What follows belongs to an exercise in optimizing a design on an open flow for small area and a short achievable clock period; a production flow would make more cautious choices.
RTL that was checked went through simulation tests only; none was proved equivalent to the original.

==> job 8074: inputs <==
==> flow/design.v (excerpt) <==
module KalmanFilter(
    input clk,
    input reset,
    input valid_in,
    input [7:0] z_k,
    output reg [7:0] x_k
);
==> flow/config.mk <==
export PLATFORM = sky130hd
export DESIGN_NAME = KalmanFilter
export DESIGN_NICKNAME = KalmanFilter
export VERILOG_FILES = /design/flow/design.v
export SDC_FILE = /design/flow/constraint.sdc
export NUM_CORES = 4
export LEC_CHECK = 0
export ABC_AREA = 1
export CAP_MARGIN = 20
export CORE_MARGIN = 2
export CORE_UTILIZATION = 40
export SLEW_MARGIN = 20
==> flow/constraint.sdc <==
create_clock -name core_clock -period 40.0 [get_ports {clk}]
set_input_delay 8.0000 -clock core_clock [delete_from_list [all_inputs] [get_ports {clk}]]
set_output_delay 8.0000 -clock core_clock [all_outputs]
set_load 0.01 [all_outputs]
standard.sh (not shown) runs the stock make flow with config.mk's settings and CLKGATE_MAP_FILE= SYNTH_SCRIPT=/design/flow/synth_recipe.tcl, a recipe that flattens the netlist after the stock synthesis.
==> flow/flow/run.sh <==
#!/bin/bash
# Standard layout, but with small plain buffers on the ports.
cat standard.sh > standard_sh_copy.log
export BUFFER_PORTS_ARGS="-buffer_cell sky130_fd_sc_hd__buf_2"
bash standard.sh > standard.log 2>&1
==> job 7739: changes against job 8074 <==
- CORE_UTILIZATION: 40 -> 70
==> job 5378: changes against job 8074 <==
- ABC_AREA: 1 -> unset
==> comparison table <==
Run status: job 7739 no timing/DRC/antenna violations; job 8074 no timing/DRC/antenna violations; job 5378 no timing/DRC/antenna violations
Synth Net Count: job 7739 349; job 8074 349; job 5378 306
Commonest non-fill, non-tap cell in the layout: job 7739 sky130_fd_sc_hd__nand2_1; job 8074 sky130_fd_sc_hd__nand2_1; job 5378 sky130_fd_sc_hd__a21oi_1
Met1 wire length: job 7739 2107 um; job 8074 2399 um; job 5378 2275 um
Sequential-to-total area share from yosys stat: job 7739 0.1221; job 8074 0.1221; job 5378 0.1195
Most common cell type on the critical path: job 7739 sky130_fd_sc_hd__nand3_1; job 8074 sky130_fd_sc_hd__inv_1; job 5378 -
Initial detailed-routing violation count: job 7739 225; job 8074 194; job 5378 141
Clock network area share: job 7739 0.01734; job 8074 0.02554; job 5378 0.01897
Synth Area in Simple Gates: job 7739 0.2583; job 8074 0.2583; job 5378 0.1587
Headroom to the max-slew limit: job 7739 0.7487; job 8074 0.7452; job 5378 0.5204
Post-CTS clock slew at the launch and capture registers of the worst setup and hold paths: job 7739 0.08 ns; job 8074 0.06 ns; job 5378 0.05 ns
Chip Width: job 7739 57.01 um; job 8074 74.12 um; job 5378 74.90 um
GRT Overall Usage: job 7739 0.3201; job 8074 0.1901; job 5378 0.1927
Compound-cell area share of the yosys netlist: job 7739 0.1947; job 8074 0.1947; job 5378 0.2707
Count of buffering cells on the critical path with inverters included: job 7739 4; job 8074 6; job 5378 2
R2r startpoint: job 7739 pidx[0]; job 8074 x_k[3]; job 5378 x_k[2]
Die Area: job 7739 0.003250 mm2; job 8074 0.005494 mm2; job 5378 0.005610 mm2
Mapped Avg Cell Area: job 7739 6.491 um2; job 8074 6.491 um2; job 5378 7.733 um2
Function was not checked in any run of this note: the RTL went through the layout flow alone.


==> willow <==
Another version of the RTL of KalmanFilter (not shown whole).
Settings: LEC_CHECK=0, CAP_MARGIN=20, CORE_MARGIN=2, CORE_UTILIZATION=40, CTS_BUF_LIST=sky130_fd_sc_hd__clkbuf_4, SLEW_MARGIN=20; clock period 40.0 ns.
==> flow/flow/run.sh <==
#!/bin/bash
# Layout flow: the standard flow (standard.sh) with these changes:
#  - synthesis keeps module kf_x (the logic that only depends on registers)
#    separate until technology mapping, maps it for area (flow/area.abc) and
#    the rest of the design for delay with area recovery (flow/delay.abc),
#    instead of ORFS's single ABC script; the design is flattened afterwards
#    exactly as in the standard synthesis;
#  - full/half-adder extraction is skipped (ADDER_MAP_FILE left empty);
#  - ports are buffered with buf_2 cells.
# Registers, their names and cell types are those of the standard synthesis.
set -euo pipefail
here=$(pwd)
cat > my_synth.tcl <<EOT
proc abc {args} {
  set i [lsearch -exact \$args -script]
  set ax \$args; lset ax [expr {\$i + 1}] $here/flow/area.abc
  set at \$args; lset at [expr {\$i + 1}] $here/flow/delay.abc
  yosys abc {*}\$ax kf_x
  yosys abc {*}\$at KalmanFilter
}
source $here/synth_recipe.tcl
EOT
sed -e "s#SYNTH_SCRIPT=[^ ]*#SYNTH_SCRIPT=$here/my_synth.tcl ADDER_MAP_FILE=#" standard.sh > my_standard.sh
grep -q "my_synth.tcl ADDER_MAP_FILE=" my_standard.sh
export SYNTH_KEEP_MODULES=kf_x
export PRE_DETAIL_PLACE_TCL=$here/flow/pre_dp.tcl
export BUFFER_PORTS_ARGS="-buffer_cell sky130_fd_sc_hd__buf_2"
bash my_standard.sh > flow.log 2>&1
==> flow/flow/area.abc <==
strash
dch -f
amap
topo
stime -p
==> flow/flow/delay.abc <==
strash
dch -f
map -D 2300
topo
upsize -D 2100
dnsize -D 2100
topo
stime -p
==> flow/flow/pre_dp.tcl <==
# Output ports only drive the 0.01 pF port load: use buf_1 as their buffers.
foreach inst [[ord::get_db_block] getInsts] {
  set n [$inst getName]
  if {[string match "output*" $n] && [[$inst getMaster] getName] == "sky130_fd_sc_hd__buf_2"} {
    replace_cell $n sky130_fd_sc_hd__buf_1
  }
}
==> ember: changes against willow <==
--- a/flow/flow/run.sh
+++ b/flow/flow/run.sh
@@ -4,3 +4,4 @@
 #    separate until technology mapping, maps it for area (flow/area.abc) and
-#    the rest of the design for delay with area recovery (flow/delay.abc),
+#    the rest of the design for delay with area recovery and gate sizing
+#    (flow/delay.abc),
 #    instead of ORFS's single ABC script; the design is flattened afterwards
==> flow/flow/delay.abc (replaced) <==
strash
dch -f
map -D 2500
topo
upsize -D 2300
dnsize -D 2300
topo
stime -p
Settings changed: CORE_UTILIZATION 40 to 30.
==> run notes <==
- Critical path depth is the same in ember and willow.
- Of ember and willow, willow has the higher worst hold slack (gap 0.0021 ns).
- Cell area: willow is higher than ember (0.23%).
- willow went through all stages and came out clean. ember completed with no timing, DRC or antenna violations.
==> figures <==
metric                                                                                  willow       ember
Placed wire-length estimate after detailed placement                                   3120 um     2990 um
Vias                                                                                      1669        1576
Fraction of area in multi-input gates                                                    67.0%       65.5%
Placed cell area                                                                    1630 sq um  1630 sq um
Met1 routing resource usage after global routing                                         23.5%       19.7%
Die height                                                                             65.0 um     73.8 um
CP startpoint                                                                           z_k[0]      z_k[6]
Outcome                                                       no timing/DRC/antenna violations  no timing/DRC/antenna violations
Number of distinct library cell variants in the gate-level netlist after synthesis          44          42
Synth Area in Adders                                                                        0%      0.685%


==> inputs of job 3792 <==
KalmanFilter again, from the RTL that the note above started with.
Settings: LEC_CHECK=0, CAP_MARGIN=20, CORE_MARGIN=2, CORE_UTILIZATION=40, CTS_BUF_LIST=sky130_fd_sc_hd__clkbuf_4, SLEW_MARGIN=20; clock period 40.0 ns.
==> flow/flow/run.sh <==
#!/bin/bash
# Layout flow: the standard flow (standard.sh) with these changes:
#  - synthesis keeps module kf_x (the logic that only depends on registers)
#    separate until technology mapping, maps it for area (flow/area.abc) and
#    the rest of the design for delay with area recovery (flow/delay.abc),
#    instead of ORFS's single ABC script; the design is flattened afterwards
#    exactly as in the standard synthesis;
#  - full/half-adder extraction is skipped (ADDER_MAP_FILE left empty);
#  - ports are buffered with buf_2 cells.
# Registers, their names and cell types are those of the standard synthesis.
set -euo pipefail
here=$(pwd)
cat > my_synth.tcl <<EOT
proc abc {args} {
  set i [lsearch -exact \$args -script]
  set ax \$args; lset ax [expr {\$i + 1}] $here/flow/area.abc
  set at \$args; lset at [expr {\$i + 1}] $here/flow/delay.abc
  yosys abc {*}\$ax kf_x
  yosys abc {*}\$at KalmanFilter
}
source $here/synth_recipe.tcl
EOT
sed -e "s#SYNTH_SCRIPT=[^ ]*#SYNTH_SCRIPT=$here/my_synth.tcl ADDER_MAP_FILE=#" standard.sh > my_standard.sh
grep -q "my_synth.tcl ADDER_MAP_FILE=" my_standard.sh
export SYNTH_KEEP_MODULES=kf_x
export PRE_DETAIL_PLACE_TCL=$here/flow/pre_dp.tcl
export BUFFER_PORTS_ARGS="-buffer_cell sky130_fd_sc_hd__buf_2"
bash my_standard.sh > flow.log 2>&1
==> flow/flow/delay.abc <==
strash
dch -f
map -D 2500
topo
upsize -D 2000
dnsize -D 2000
topo
stime -p
Scripts as last shown in full above: flow/flow/area.abc, flow/flow/pre_dp.tcl
==> job 9413 (differences from job 3792) <==
==> flow/flow/delay.abc (replaced) <==
strash
dch -f
map -D 2500
topo
stime -p
==> job 9556 (differences from job 3792) <==
--- a/flow/flow/run.sh
+++ b/flow/flow/run.sh
@@ -3,5 +3,6 @@
 #  - synthesis keeps module kf_x (the logic that only depends on registers)
 #    separate until technology mapping, maps it for area (flow/area.abc) and
-#    the rest of the design for delay with area recovery (flow/delay.abc),
+#    the rest of the design for delay with area recovery and gate sizing
+#    (flow/delay.abc),
 #    instead of ORFS's single ABC script; the design is flattened afterwards
 #    exactly as in the standard synthesis;
==> flow/flow/delay.abc (replaced) <==
strash
dch -f
map -D 2500
topo
upsize -D 2300
dnsize -D 2300
topo
stime -p
Settings changed: CORE_UTILIZATION 40 to 55.
==> job 8809 (differences from job 3792) <==
==> flow/flow/delay.abc (replaced) <==
strash
dch -f
map -D 2500
topo
buffer -p
upsize -D 2300
dnsize -D 2300
topo
stime -p
==> results.tsv <==
metric	value	unit
status	no timing/DRC/antenna violations	
Synth Area in Compound Gates	36.39	%
fraction of area in multi-input gates	66.74	%
minimum clock period after layout	10.63	ns
Worst EP required	40.21	ns
WL met3	155	um
DIE AREA	4217	um2
That was job 8809.
==> results.tsv <==
metric	value	unit
status	no timing/DRC/antenna violations	
Synth Area in Compound Gates	34.70	%
main combinational cell family by area after synthesis	compound AO/OA/AOI/OAI gates	
DIE AREA	3996	um2
Final Hold Fails	0	
Worst EP required	40.16	ns
fraction of area in multi-input gates	65.34	%
Post-Synth XOR/XNOR Area	11.24	%
drt total wl	3710	um
That was job 9413.
==> results.tsv <==
metric	value	unit
DIE AREA	3085	um2
WL met3	201	um
number of global-route vias before repair	1421	
fraction of area in multi-input gates	67.42	%
post-route insts no fill	293	
status	no timing/DRC/antenna violations	
minimum clock period after layout	10.65	ns
That was job 9556.
==> results.tsv <==
metric	value	unit
Worst EP required	40.21	ns
status	no timing/DRC/antenna violations	
DIE AREA	4153	um2
Synth Area in Compound Gates	35.87	%
WL met3	145	um
minimum clock period after layout	10.64	ns
That was job 3792.


==> run a <==
Another version of the RTL of KalmanFilter (not shown whole).
Design KalmanFilter, start of the top module:
module KalmanFilter(
    input clk,
    input reset,
    input valid_in,
    input [7:0] z_k,
    output reg [7:0] x_k
);
==> flow/config.mk <==
export PLATFORM = sky130hd
export DESIGN_NAME = KalmanFilter
export DESIGN_NICKNAME = KalmanFilter
export VERILOG_FILES = /design/flow/design.v
export SDC_FILE = /design/flow/constraint.sdc
export NUM_CORES = 4
export LEC_CHECK = 0
export CAP_MARGIN = 20
export CORE_MARGIN = 2
export CORE_UTILIZATION = 40
export CTS_BUF_LIST = sky130_fd_sc_hd__clkbuf_4
export SLEW_MARGIN = 20
==> flow/constraint.sdc <==
create_clock -name core_clock -period 40.0 [get_ports {clk}]
set_input_delay 8.0000 -clock core_clock [delete_from_list [all_inputs] [get_ports {clk}]]
set_output_delay 8.0000 -clock core_clock [all_outputs]
set_load 0.01 [all_outputs]
==> flow/flow/run.sh <==
#!/bin/bash
# Layout flow: the standard flow (standard.sh) with these changes:
#  - synthesis keeps module kf_x (the logic that only depends on registers)
#    separate until technology mapping, maps it for area (flow/area.abc) and
#    the rest of the design for delay with area recovery (flow/delay.abc),
#    instead of ORFS's single ABC script; the design is flattened afterwards
#    exactly as in the standard synthesis;
#  - full/half-adder extraction is skipped (ADDER_MAP_FILE left empty);
#  - ports are buffered with buf_2 cells.
# Registers, their names and cell types are those of the standard synthesis.
set -euo pipefail
here=$(pwd)
cat > my_synth.tcl <<EOT
proc abc {args} {
  set i [lsearch -exact \$args -script]
  set ax \$args; lset ax [expr {\$i + 1}] $here/flow/area.abc
  set at \$args; lset at [expr {\$i + 1}] $here/flow/delay.abc
  yosys abc {*}\$ax kf_x
  yosys abc {*}\$at KalmanFilter
}
source $here/synth_recipe.tcl
EOT
sed -e "s#SYNTH_SCRIPT=[^ ]*#SYNTH_SCRIPT=$here/my_synth.tcl ADDER_MAP_FILE=#" standard.sh > my_standard.sh
grep -q "my_synth.tcl ADDER_MAP_FILE=" my_standard.sh
export SYNTH_KEEP_MODULES=kf_x
export BUFFER_PORTS_ARGS="-buffer_cell sky130_fd_sc_hd__buf_2"
bash my_standard.sh > flow.log 2>&1
==> flow/flow/delay.abc <==
strash
dch -f
map -D 2500
topo
stime -p
Scripts as last shown in full above: flow/flow/area.abc
==> run b: changes against run a <==
--- a/flow/config.mk
+++ b/flow/config.mk
@@ -8,5 +8,5 @@
 export CAP_MARGIN = 20
 export CORE_MARGIN = 2
-export CORE_UTILIZATION = 40
+export CORE_UTILIZATION = 60
 export CTS_BUF_LIST = sky130_fd_sc_hd__clkbuf_4
 export SLEW_MARGIN = 20
==> qor.yml <==
finish:
  seq_share: 0.149
status:
  status: "no timing/DRC/antenna violations"
setup_path:
  endpoint: "x_k[6]"
  r2r_end: "x_k[6]"
  cp-startpoint: "z_k[6]"
clock_network:
  clock_latency_ns: 0.27
detailed_routing:
  first_pass_iters: 15
  wl_um: 3790
  wl_per_cell_um: 11.9
The numbers above come from run a.

==> qor.yml <==
status:
  status: "no timing/DRC/antenna violations"
detailed_routing:
  antenna_left: 0
  wl_per_cell_um: 12.0
  first_pass_iters: 4
  wl_um: 3600
clock_network:
  clock_latency_ns: 0.28
timing:
  finClkSkew_ns: 0.00491
  hold_viol_final: 0
finish:
  seq_share: 0.151
  signal_buffers: 18
  nets: 284
  n_all_inverters: 39
setup_path:
  crit_required_ns: 40.21
  r2r_end: "x_k[7]"
  cp-startpoint: "z_k[7]"
placed_design:
  routabilityCongestion: 0.970
The numbers above come from run b.

No functional check of the RTL was part of any run of this note.


==> inputs of v12 <==
Another version of the RTL of KalmanFilter (not shown whole).
==> module KalmanFilter, before the edit <==
module KalmanFilter(
    input clk,
    input reset,
    input valid_in,
    input [7:0] z_k,
    output reg [7:0] x_k
);
    reg [1:0] state;   
    reg [1:0] pidx;    
    wire [7:0] c, x_next;
    kf_x u_x(.p(pidx), .x(x_k), .c(c));
    kf_z u_z(.p(pidx), .c(c), .z(z_k), .y(x_next));
    always @(posedge clk) begin
        if (reset) begin
            x_k   <= 8'd70;
            pidx  <= 2'd0;
            state <= 2'd0;
        end else begin
            if (state != 2'd0 || valid_in)
                state <= state + 2'd1;
            if (state == 2'd3) begin
                x_k <= x_next;
                if (pidx != 2'd3)
                    pidx <= pidx + 2'd1;
            end
        end
    end
endmodule
clock: 40.0 ns
lec_check: 0
cap_margin: 20
core_margin: 2
core_utilization: 40
cts_buf_list: sky130_fd_sc_hd__clkbuf_4
slew_margin: 20
==> flow/flow/run.sh <==
#!/bin/bash
# Layout flow: the standard flow (standard.sh) with these changes:
#  - synthesis keeps module kf_x (the logic that only depends on registers)
#    separate until technology mapping, maps it for area (flow/area.abc) and
#    the rest of the design for delay with area recovery (flow/delay.abc),
#    instead of ORFS's single ABC script; the design is flattened afterwards
#    exactly as in the standard synthesis;
#  - full/half-adder extraction is skipped (ADDER_MAP_FILE left empty);
#  - ports are buffered with buf_2 cells.
# Registers, their names and cell types are those of the standard synthesis.
set -euo pipefail
here=$(pwd)
cat > my_synth.tcl <<EOT
proc abc {args} {
  set i [lsearch -exact \$args -script]
  set ax \$args; lset ax [expr {\$i + 1}] $here/flow/area.abc
  set at \$args; lset at [expr {\$i + 1}] $here/flow/delay.abc
  yosys abc {*}\$ax kf_x
  yosys abc {*}\$at KalmanFilter
}
source $here/synth_recipe.tcl
EOT
sed -e "s#SYNTH_SCRIPT=[^ ]*#SYNTH_SCRIPT=$here/my_synth.tcl ADDER_MAP_FILE=#" standard.sh > my_standard.sh
grep -q "my_synth.tcl ADDER_MAP_FILE=" my_standard.sh
export SYNTH_KEEP_MODULES=kf_x
export PRE_DETAIL_PLACE_TCL=$here/flow/pre_dp.tcl
export BUFFER_PORTS_ARGS="-buffer_cell sky130_fd_sc_hd__buf_2"
bash my_standard.sh > flow.log 2>&1
Scripts as last shown in full above: flow/flow/area.abc, flow/flow/delay.abc, flow/flow/pre_dp.tcl
==> v14: changes against v12 <==
--- a/flow/design.v
+++ b/flow/design.v
@@ -17,7 +17,6 @@
             state <= 2'd0;
         end else begin
-            if (state != 2'd0 || valid_in)
-                state <= state + 2'd1;
-            if (state == 2'd3) begin
+            state <= {state[0], ~state[1] & (state[0] | valid_in)};
+            if (state == 2'b10) begin
                 x_k <= x_next;
                 if (pidx != 2'd3)
--- a/flow/flow/run.sh
+++ b/flow/flow/run.sh
@@ -24,5 +24,4 @@
 grep -q "my_synth.tcl ADDER_MAP_FILE=" my_standard.sh
 export SYNTH_KEEP_MODULES=kf_x
-export PRE_DETAIL_PLACE_TCL=$here/flow/pre_dp.tcl
 export BUFFER_PORTS_ARGS="-buffer_cell sky130_fd_sc_hd__buf_2"
 bash my_standard.sh > flow.log 2>&1
--- a/flow/config.mk
+++ b/flow/config.mk
@@ -8,5 +8,5 @@
 export CAP_MARGIN = 20
 export CORE_MARGIN = 2
-export CORE_UTILIZATION = 40
+export CORE_UTILIZATION = 75
 export CTS_BUF_LIST = sky130_fd_sc_hd__clkbuf_4
 export SLEW_MARGIN = 20
removed: flow/flow/pre_dp.tcl
==> run notes <==
v14 ended with an error in global placement (3_3_place_gp) with GPL-0301. v12 went through all stages and came out clean. Of v12 and v14, v12 has the higher area after synthesis (gap 0.35%, measured against v14). Of v12 and v14, v12 has the higher synthesized cell count (gap 1.6%, measured against v14).
Only the layout flow was run in v14; the RTL was not checked for function there.

static timing again, ports no longer ideal:
How much do the figures lean on ideal ports? The routed layouts below were timed once more, with nothing changed but the port constraints. Step 1 (the two cells are an assumption about what drives the block):
set clk [get_ports {clk}]
set_driving_cell -lib_cell sky130_fd_sc_hd__clkbuf_16 $clk
set_driving_cell -lib_cell sky130_fd_sc_hd__buf_2 [delete_from_list [all_inputs] $clk]
Step 2 also shifts input and output timing later by t, the mid clock arrival at the registers, as if the neighbouring blocks saw the same clock. Three values: no drivers, after step 1, after step 2; two values: the first two.
| run | shift t [ns] | slack for setup (ns) | worst hold slack (ns) | worst register clock-pin slew, ns | worst slew at a driven data input, ns |
|---|---|---|---|---|---|
| job 8074 | 0.261 | 29.268 / 29.264 / 29.004 | 0.482 / 0.482 / 0.482 | 0.06 / 0.06 | 0.03 |
| job 7739 | 0.292 | 29.261 / 29.260 / 28.968 | 0.486 / 0.486 / 0.486 | 0.08 / 0.08 | 0.03 |
| job 5378 | 0.267 | 28.489 / 28.494 / 28.227 | 0.528 / 0.528 / 0.528 | 0.05 / 0.05 | 0.03 |
| willow | 0.289 | 29.422 / 29.421 / 29.132 | 0.420 / 0.420 / 0.420 | 0.07 / 0.07 | 0.03 |
| ember | 0.277 | 29.365 / 29.363 / 29.086 | 0.417 / 0.417 / 0.417 | 0.07 / 0.07 | 0.03 |
| job 3792 | 0.291 | 29.364 / 29.365 / 29.074 | 0.429 / 0.429 / 0.429 | 0.08 / 0.08 | 0.03 |
| job 9413 | 0.293 | 28.757 / 28.758 / 28.465 | 0.431 / 0.431 / 0.431 | 0.08 / 0.08 | 0.03 |
| job 9556 | 0.294 | 29.347 / 29.351 / 29.056 | 0.430 / 0.430 / 0.430 | 0.08 / 0.08 | 0.04 |
| job 8809 | 0.291 | 29.374 / 29.371 / 29.079 | 0.428 / 0.428 / 0.428 | 0.07 / 0.07 | 0.03 |
| run a | 0.290 | 28.885 / 28.888 / 28.597 | 0.430 / 0.430 / 0.430 | 0.08 / 0.08 | 0.03 |
| run b | 0.294 | 28.768 / 28.768 / 28.473 | 0.442 / 0.442 / 0.442 | 0.08 / 0.08 | 0.03 |
| v12 | 0.285 | 28.887 / 28.885 / 28.600 | 0.443 / 0.443 / 0.443 | 0.08 / 0.08 | 0.03 |
After both steps every run listed still meets setup and hold.
